Background: an optimization exercise with open tools, aiming at small area. Do not read the settings as production practice. In this exercise RTL edits were held to simulation tests only and were not proved equivalent to the original. Power is estimated from default activity; no workload was simulated.

Design slave_apb, start of the top module:
module slave_apb (
                   output     [ 7 : 0 ]   prdata,
                   output                 pready,
                   output                 pslverr,
                   input                  penable,
                   input                  pwrite,
                   input                  psel,
                   input                  pclk,
                   input                  presetn,
                   input      [ 7 : 0 ]   paddr,
                   input      [ 7 : 0 ]   pwdata
                   );
  reg   [ 3 : 0 ]   cnt16;
  reg   [ 3 : 0 ]   cnt9;
  always @ ( posedge pclk ) begin
    cnt16 <= cnt16 + 4'd1;
    cnt9  <= cnt9[3] ? 4'd0 : cnt9 + 4'd1;
  end
  wire        err  = paddr > 8'd200;
  wire        hi   = paddr[7:4] == 4'd12;
  wire        hit  = hi ? ( paddr[3:0] == cnt9 ) : ( paddr[3:0] == cnt16 );
  assign pslverr = err;
  assign pready  = presetn & ( err | hit );
  wire        wr   = psel & penable & pwrite & presetn & ~err & hit;
  wire  [ 7 : 0 ]   head [ 0 : 12 ];
  wire  [ 7 : 0 ]   rd   [ 0 : 12 ];
  genvar r;
  generate
    for ( r = 0; r < 13; r = r + 1 ) begin : g_ring
      localparam N = ( r < 12 ) ? 16 : 9;           
      reg   [ 8*N-1 : 0 ]   ring;
      wire                  sel  = paddr[7:4] == r;
      wire                  we   = wr & sel;
      wire                  keep = ~we;
      always @ ( posedge pclk )
  ...
clock: 10.0 ns
lec_check: 0
cap_margin: 20
core_margin: 2
core_utilization: 45
place_density: 0.6
slew_margin: 20
standard.sh (not shown) runs the stock make flow with config.mk's settings and CLKGATE_MAP_FILE= SYNTH_SCRIPT=/design/flow/synth_recipe.tcl, a recipe that flattens the netlist after the stock synthesis.
==> flow/flow/run.sh <==
#!/bin/bash
set -euo pipefail
export CTS_ARGS="-sink_clustering_enable -repair_clock_nets -dont_use_dummy_load -buf_list sky130_fd_sc_hd__clkbuf_8 -sink_clustering_size 20 -sink_clustering_max_diameter 100"
bash standard.sh finish > standard_make.log 2>&1
The baseline passed the timing, design-rule and antenna checks.
Edit:
==> flow/flow/run.sh (replaced) <==
#!/bin/bash
set -euo pipefail
here=$(pwd)
export BUFFER_PORTS_ARGS="-buffer_cell sky130_fd_sc_hd__buf_1"
export POST_FLOORPLAN_TCL="$here/flow/downsize.tcl"
export CTS_ARGS="-sink_clustering_enable -repair_clock_nets -dont_use_dummy_load -buf_list sky130_fd_sc_hd__clkbuf_8 -sink_clustering_size 16 -sink_clustering_max_diameter 100"
bash standard.sh finish > standard_make.log 2>&1
==> flow/flow/downsize.tcl (new file) <==
# Swap each combinational cell that synthesis upsized for its smallest drive
# strength of the same function; repair_design and repair_timing, which run
# later in the standard flow, size back up whatever then needs it.
set n_swapped 0
foreach inst [get_cells *] {
  set cell [get_property $inst ref_name]
  if {![regexp {^(sky130_fd_sc_hd__[a-z0-9]+)_([0-9]+)$} $cell -> base size]} { continue }
  if {[regexp {df|dl|sdf|edf|clk|tap|fill|decap|diode|conb} $base]} { continue }
  set best ""
  set best_area 1e9
  foreach s {0 1 2 4} {
    set lc [get_lib_cells -quiet */${base}_$s]
    if {$lc eq ""} { continue }
    if {[get_property $lc dont_use]} { continue }
    set a [get_property $lc area]
    if {$a < $best_area} { set best_area $a; set best ${base}_$s }
  }
  if {$best ne "" && $best ne $cell && $best_area < [get_property [get_lib_cells */$cell] area]} {
    replace_cell $inst $best
    incr n_swapped
  }
}
puts "downsize: swapped $n_swapped cells"
After rerunning:
- The new run completed with no timing, DRC or antenna violations
- cell area is about the same
- total power rose by 2.3%
- clock-buffer cell count rose by 21
- flip-flop and latch count is unchanged
Edit:
--- a/flow/config.mk
+++ b/flow/config.mk
@@ -8,5 +8,5 @@
 export CAP_MARGIN = 20
 export CORE_MARGIN = 2
-export CORE_UTILIZATION = 45
-export PLACE_DENSITY = 0.6
+export CORE_UTILIZATION = 65
+export PLACE_DENSITY = 0.8
 export SLEW_MARGIN = 20
Wire length climbs by about 6%.
Design area fell by about 1.2%.
Clock skew falls by 0.021 ns.

========
P:
Another version of the RTL of slave_apb (not shown whole).
Size in the first run: ~2000 cells after synthesis, ~31 I/O pins.
clock: 10.0 ns
lec_check: 0
cap_margin: 20
core_margin: 2
core_utilization: 45
place_density: 0.6
slew_margin: 20
run.sh (not shown) runs the stock make flow with config.mk's settings and CLKGATE_MAP_FILE= SYNTH_SCRIPT=/design/flow/synth_recipe.tcl, a recipe that flattens the netlist after the stock synthesis.
Stock flow here: none of the scripts above is used.
The following lists how Q was set up differently from P:
Settings: CTS_BUF_LIST newly set to sky130_fd_sc_hd__clkbuf_4; CORE_UTILIZATION changed from 45 to 60; PLACE_DENSITY changed from 0.6 to 0.75; CTS_CLUSTER_SIZE newly set to 30.
[Q] clock insertion delay at the later pin of the skew report rose 0.44 ns relative to P
Count of clock buffers in the final design up 350 in Q wrt P
Timing, DRC, antenna: 0 failures across P and Q
Relative to P, the die extent in y of Q is lower by about 13%.
When the final numbers for P and Q were put side by side, the detailed-route via count turned out to be greater in Q.
Between P and Q, the flow reports final design area excluding fillers decreasing slightly.
[compare] base=P new=Q: count of antenna diodes in the layout increased by 7 relative to the old numbers; worst-case reg-to-reg path depth roughly the same; wire length increased 2.9 mm; area fraction of clock buffers and clock inverters lower.
What R does differently from Q at the input level:
Settings: changing PLACE_DENSITY from 0.75 to 0.6; removing CTS_CLUSTER_SIZE (formerly 30); changing CTS_BUF_LIST from sky130_fd_sc_hd__clkbuf_4 to sky130_fd_sc_hd__clkbuf_8; changing CORE_UTILIZATION from 60 to 45.
==> run notes <==
Time the worst path needs with I/O delays and setup up 0.044 ns in R wrt Q
Against Q, R comes in 8.7 points lower on ratio of cells with drive above 1 in the final layout.
R vs. Q: sequential fraction of design power went up by 0.4 points.

========
job 101:
The RTL this note starts from:
==> flow/design.v <==
module slave_apb (
                   output     [ 7 : 0 ]   prdata,
                   output                 pready,
                   output                 pslverr,
                   input                  penable,
                   input                  pwrite,
                   input                  psel,
                   input                  pclk,
                   input                  presetn,
                   input      [ 7 : 0 ]   paddr,
                   input      [ 7 : 0 ]   pwdata
                   );
  reg   [ 3 : 0 ]   cnt16;
  reg   [ 3 : 0 ]   cnt9;
  always @ ( posedge pclk ) begin
    cnt16 <= cnt16 + 4'd1;
    cnt9  <= cnt9[3] ? 4'd0 : cnt9 + 4'd1;
  end
  wire        err  = paddr > 8'd200;
  wire        hi   = paddr[7:4] == 4'd12;
  wire        m16  = paddr[3:0] == cnt16;
  wire        m9   = paddr[3:0] == cnt9;
  wire        acc  = psel & penable & pwrite & presetn;
  assign pslverr = err;
  assign pready  = presetn & ( err | ( hi ? m9 : m16 ) );
  wire  [ 7 : 0 ]   head [ 0 : 12 ];
  wire  [ 7 : 0 ]   rd   [ 0 : 12 ];
  genvar r;
  generate
    for ( r = 0; r < 13; r = r + 1 ) begin : g_ring
      localparam N = ( r < 12 ) ? 16 : 9;           
      reg   [ 8*N-1 : 0 ]   ring;
      wire                  sel  = paddr[7:4] == r;
      wire                  we   = acc & sel & ( ( r < 12 ) ? m16 : ( m9 & ~err ) );
      always @ ( posedge pclk )
        ring <= { ( we ? pwdata : ring[7:0] ), ring[8*N-1:8] };
      assign head[r] = ring[7:0];
      assign rd[r]   = {8{sel}} & ring[7:0];
    end
  endgenerate
  wire  [ 7 : 0 ]   q0 = paddr[5] ? ( paddr[4] ? head[3]  : head[2]  ) : ( paddr[4] ? head[1] : head[0] );
  wire  [ 7 : 0 ]   q1 = paddr[5] ? ( paddr[4] ? head[7]  : head[6]  ) : ( paddr[4] ? head[5] : head[4] );
  wire  [ 7 : 0 ]   q2 = paddr[5] ? ( paddr[4] ? head[11] : head[10] ) : ( paddr[4] ? head[9] : head[8] );
  assign prdata = paddr[7] ? ( paddr[6] ? head[12] : q2 ) : ( paddr[6] ? q1 : q0 );
endmodule
clock: 10.0 ns
lec_check: 0
cap_margin: 20
core_margin: 2
core_utilization: 65
place_density: 0.8
slew_margin: 20
standard.sh (not shown) runs the stock make flow with config.mk's settings and CLKGATE_MAP_FILE= SYNTH_SCRIPT=/design/flow/synth_recipe.tcl, a recipe that flattens the netlist after the stock synthesis.
==> flow/flow/run.sh <==
#!/bin/bash
set -euo pipefail
here=$(pwd)
export BUFFER_PORTS_ARGS="-buffer_cell sky130_fd_sc_hd__buf_1"
export POST_FLOORPLAN_TCL="$here/flow/post_floorplan.tcl"
export CTS_ARGS="-sink_clustering_enable -repair_clock_nets -dont_use_dummy_load -buf_list sky130_fd_sc_hd__clkbuf_8 -sink_clustering_size 20 -sink_clustering_max_diameter 50"
bash standard.sh finish > standard_make.log 2>&1
==> flow/flow/post_floorplan.tcl <==
source [file join [file dirname [info script]] downsize.tcl]
source [file join [file dirname [info script]] remap.tcl]
Other scripts of this flow, unchanged in this note and not shown: flow/flow/downsize.tcl, flow/flow/remap.tcl
Job 101: full flow OK, the timing, design-rule and antenna checks passed
Relative to job 101, the following input files were edited for job 102:
- PLACE_DENSITY now 0.7, was 0.8
- CORE_UTILIZATION now 55, was 65
==> flow/flow/run.sh <==
#!/bin/bash
set -euo pipefail
here=$(pwd)
python3 flow/filterlib.py "$FLOW_HOME/platforms/sky130hd/lib/sky130_fd_sc_hd__tt_025C_1v80.lib" \
  "$here/rmp.lib" 'lpflow|probe' > filterlib.log 2>&1
export RMP_LIB="$here/rmp.lib"
export RMP_DIR="$here/rmp"
export BUFFER_PORTS_ARGS="-buffer_cell sky130_fd_sc_hd__buf_1"
export POST_FLOORPLAN_TCL="$here/flow/post_floorplan.tcl"
export CTS_ARGS="-sink_clustering_enable -repair_clock_nets -dont_use_dummy_load -buf_list sky130_fd_sc_hd__clkbuf_8 -sink_clustering_size 18 -sink_clustering_max_diameter 100"
bash standard.sh finish > standard_make.log 2>&1
==> flow/flow/filterlib.py (new file) <==
import re, sys
# Copy a liberty file without the cells whose names match a pattern.
src, dst, pat = sys.argv[1], sys.argv[2], re.compile(sys.argv[3])
out, skip, depth = [], False, 0
for line in open(src):
    if not skip:
        m = re.match(r'\s*cell\s*\(\s*"?([A-Za-z0-9_]+)"?\s*\)', line)
        if m and pat.search(m.group(1)):
            skip, depth = True, 0
    if skip:
        depth += line.count('{') - line.count('}')
        if depth <= 0 and '}' in line:
            skip = False
        continue
    out.append(line)
open(dst, 'w').writelines(out)
==> flow/flow/post_floorplan.tcl <==
source [file join [file dirname [info script]] downsize.tcl]
source [file join [file dirname [info script]] restructure.tcl]
==> flow/flow/restructure.tcl (new file) <==
# Re-map the combinational logic for area with OpenROAD's restructure (ABC),
# using a copy of the library without the platform's don't-use cells.
file mkdir $::env(RMP_DIR)
restructure -liberty_file $::env(RMP_LIB) -target area \
  -tielo_port sky130_fd_sc_hd__conb_1/LO -tiehi_port sky130_fd_sc_hd__conb_1/HI \
  -work_dir $::env(RMP_DIR)
- pready as the termination of the worst setup path was reported by job 101, and prdata[5] by job 102.
- Job 102 has overall global routing resource usage below what job 101 had.
- Job 102 completed end to end with timing, DRC and antenna clean.
- Job 102: number of global-route vias before repair lower than job 101
- Width of the die in job 102 is 8.6% above job 101.
- Note that the vertical extent of the die recorded for job 101 amounts to 0.921 times the value seen in job 102.
- Total power: job 102 vs job 101 up about 0.8%
- Total wirelength of the detailed-routed design on job 102 is ahead of job 101.
Inputs modified between job 102 and job 103:
- PLACE_DENSITY changed from 0.7 to 0.8
- GPL_TIMING_DRIVEN newly set to 0
- CORE_UTILIZATION changed from 55 to 65
- GPL_ROUTABILITY_DRIVEN newly set to 0
==> flow/flow/run.sh <==
#!/bin/bash
set -euo pipefail
here=$(pwd)
python3 flow/filterlib.py "$FLOW_HOME/platforms/sky130hd/lib/sky130_fd_sc_hd__tt_025C_1v80.lib" \
  "$here/rmp.lib" 'lpflow|probe' > filterlib.log 2>&1
export RMP_LIB="$here/rmp.lib"
export RMP_DIR="$here/rmp"
export BUFFER_PORTS_ARGS="-buffer_cell sky130_fd_sc_hd__buf_1"
export POST_FLOORPLAN_TCL="$here/flow/post_floorplan.tcl"
export CTS_ARGS="-sink_clustering_enable -repair_clock_nets -dont_use_dummy_load -buf_list sky130_fd_sc_hd__clkbuf_8 -sink_clustering_size 20 -sink_clustering_max_diameter 100"
bash standard.sh finish > standard_make.log 2>&1
Results
Diff job 102..job 103 | multi-input combinational area share | negligible. Job 102 was routed with fewer vias than job 103. As far as number of flops mapped to enable cells by yosys is concerned, job 102 and job 103 perform about the same. Area added between synthesis and finish: job 103 < job 102. Job 103: length of routed met2 wiring higher than job 102. Row number of cells in the finished layout apart from fillers: job 103 lower / job 102 higher. Job 103 vs. job 102: area of the die down about 15%; share of the core filled with cells in the final layout now sits higher.
What job 104 does differently from job 103 at the input level:
==> flow/flow/run.sh <==
#!/bin/bash
set -euo pipefail
here=$(pwd)
python3 flow/filterlib.py "$FLOW_HOME/platforms/sky130hd/lib/sky130_fd_sc_hd__tt_025C_1v80.lib" \
  "$here/rmp.lib" 'lpflow|probe' > filterlib.log 2>&1
export RMP_LIB="$here/rmp.lib"
export RMP_DIR="$here/rmp"
export BUFFER_PORTS_ARGS="-buffer_cell sky130_fd_sc_hd__buf_1"
export POST_FLOORPLAN_TCL="$here/flow/post_floorplan.tcl"
export CTS_ARGS="-sink_clustering_enable -repair_clock_nets -dont_use_dummy_load -buf_list sky130_fd_sc_hd__clkbuf_8 -sink_clustering_size 18 -sink_clustering_max_diameter 100"
bash standard.sh finish > standard_make.log 2>&1
==> run notes <==
Job 104 | stages: all done | timing, DRC, antenna: all pass. The higher clock skew of job 103 and job 104 is in job 104. Job 104 against job 103: critical path depth shows an increase of 3; total power density per cell area picked up an extra about 0.66%.
#### Input delta (job 105 over job 104)
- GPL_ROUTABILITY_DRIVEN no longer set, was 0
- GPL_TIMING_DRIVEN no longer set, was 0
==> flow/flow/run.sh <==
#!/bin/bash
set -euo pipefail
here=$(pwd)
export BUFFER_PORTS_ARGS="-buffer_cell sky130_fd_sc_hd__buf_1"
export POST_FLOORPLAN_TCL="$here/flow/post_floorplan.tcl"
export CTS_ARGS="-sink_clustering_enable -repair_clock_nets -dont_use_dummy_load -buf_list sky130_fd_sc_hd__clkbuf_8 -sink_clustering_size 18 -sink_clustering_max_diameter 100"
bash standard.sh finish > standard_make.log 2>&1
==> flow/flow/post_floorplan.tcl <==
source [file join [file dirname [info script]] downsize.tcl]
source [file join [file dirname [info script]] remap.tcl]
removed: flow/flow/filterlib.py
removed: flow/flow/restructure.tcl
Notes after the runs:
[compare] base=job 104 new=job 105: wire length picked up an extra 1.4%, maximum ir drop on the vdd rail neither gained nor lost much, design area neither gained nor lost much, final critical path time including I/O delays and setup lost 1080 ps.
Net switching power in job 105 is 22 µW lower than in job 104

[afterwards: timing with drivers on the ports]
Ports are ideal in the flow. The routed layouts listed here were re-timed in OpenROAD. Step 1 (the two cells are an assumption about what drives the block):
set clk [get_ports {pclk}]
set_driving_cell -lib_cell sky130_fd_sc_hd__clkbuf_16 $clk
set_driving_cell -lib_cell sky130_fd_sc_hd__buf_2 [delete_from_list [all_inputs] $clk]
Step 2 adds t to the input delays and takes it off the output delays; t is the mean of the earliest and latest rising clock arrival at the registers after step 1. Input paths then give back, and output paths get back, about the clock's delay inside the block. Three values: ideal, step 1, step 2; two values: the first two.
run | t, ns | setup slack, ns | worst register clock-pin slew, ns | pins driven straight from the clock port
the first run of note 1 | 0.756 | 2.281 / 2.210 / 2.210 | 0.12 / 0.12 | 1
the second run of note 1 | 0.764 | 3.046 / 2.939 / 2.939 | 0.10 / 0.10 | 1
the third run of note 1 | 0.740 | 2.989 / 2.897 / 2.897 | 0.10 / 0.10 | 1
P | 0.762 | 2.719 / 2.693 / 2.693 | 0.07 / 0.07 | 1
Q | 1.149 | 2.761 / 2.739 / 2.739 | 0.09 / 0.09 | 1
R | 0.859 | 2.718 / 2.692 / 2.692 | 0.07 / 0.07 | 1
job 101 | 0.731 | 4.226 / 4.169 / 4.169 | 0.12 / 0.12 | 1
job 102 | 0.746 | 2.489 / 2.467 / 2.467 | 0.11 / 0.11 | 1
job 103 | 0.734 | 2.550 / 2.467 / 2.467 | 0.12 / 0.12 | 1
job 104 | 0.735 | 3.126 / 3.080 / 3.080 | 0.11 / 0.11 | 1
job 105 | 0.762 | 4.210 / 4.152 / 4.152 | 0.11 / 0.11 | 1
After both steps setup and hold are still met in every run listed. The setup slack of the second run of note 1, which loses most, moves by -0.107 ns with the drivers and by -0.107 ns with both steps.
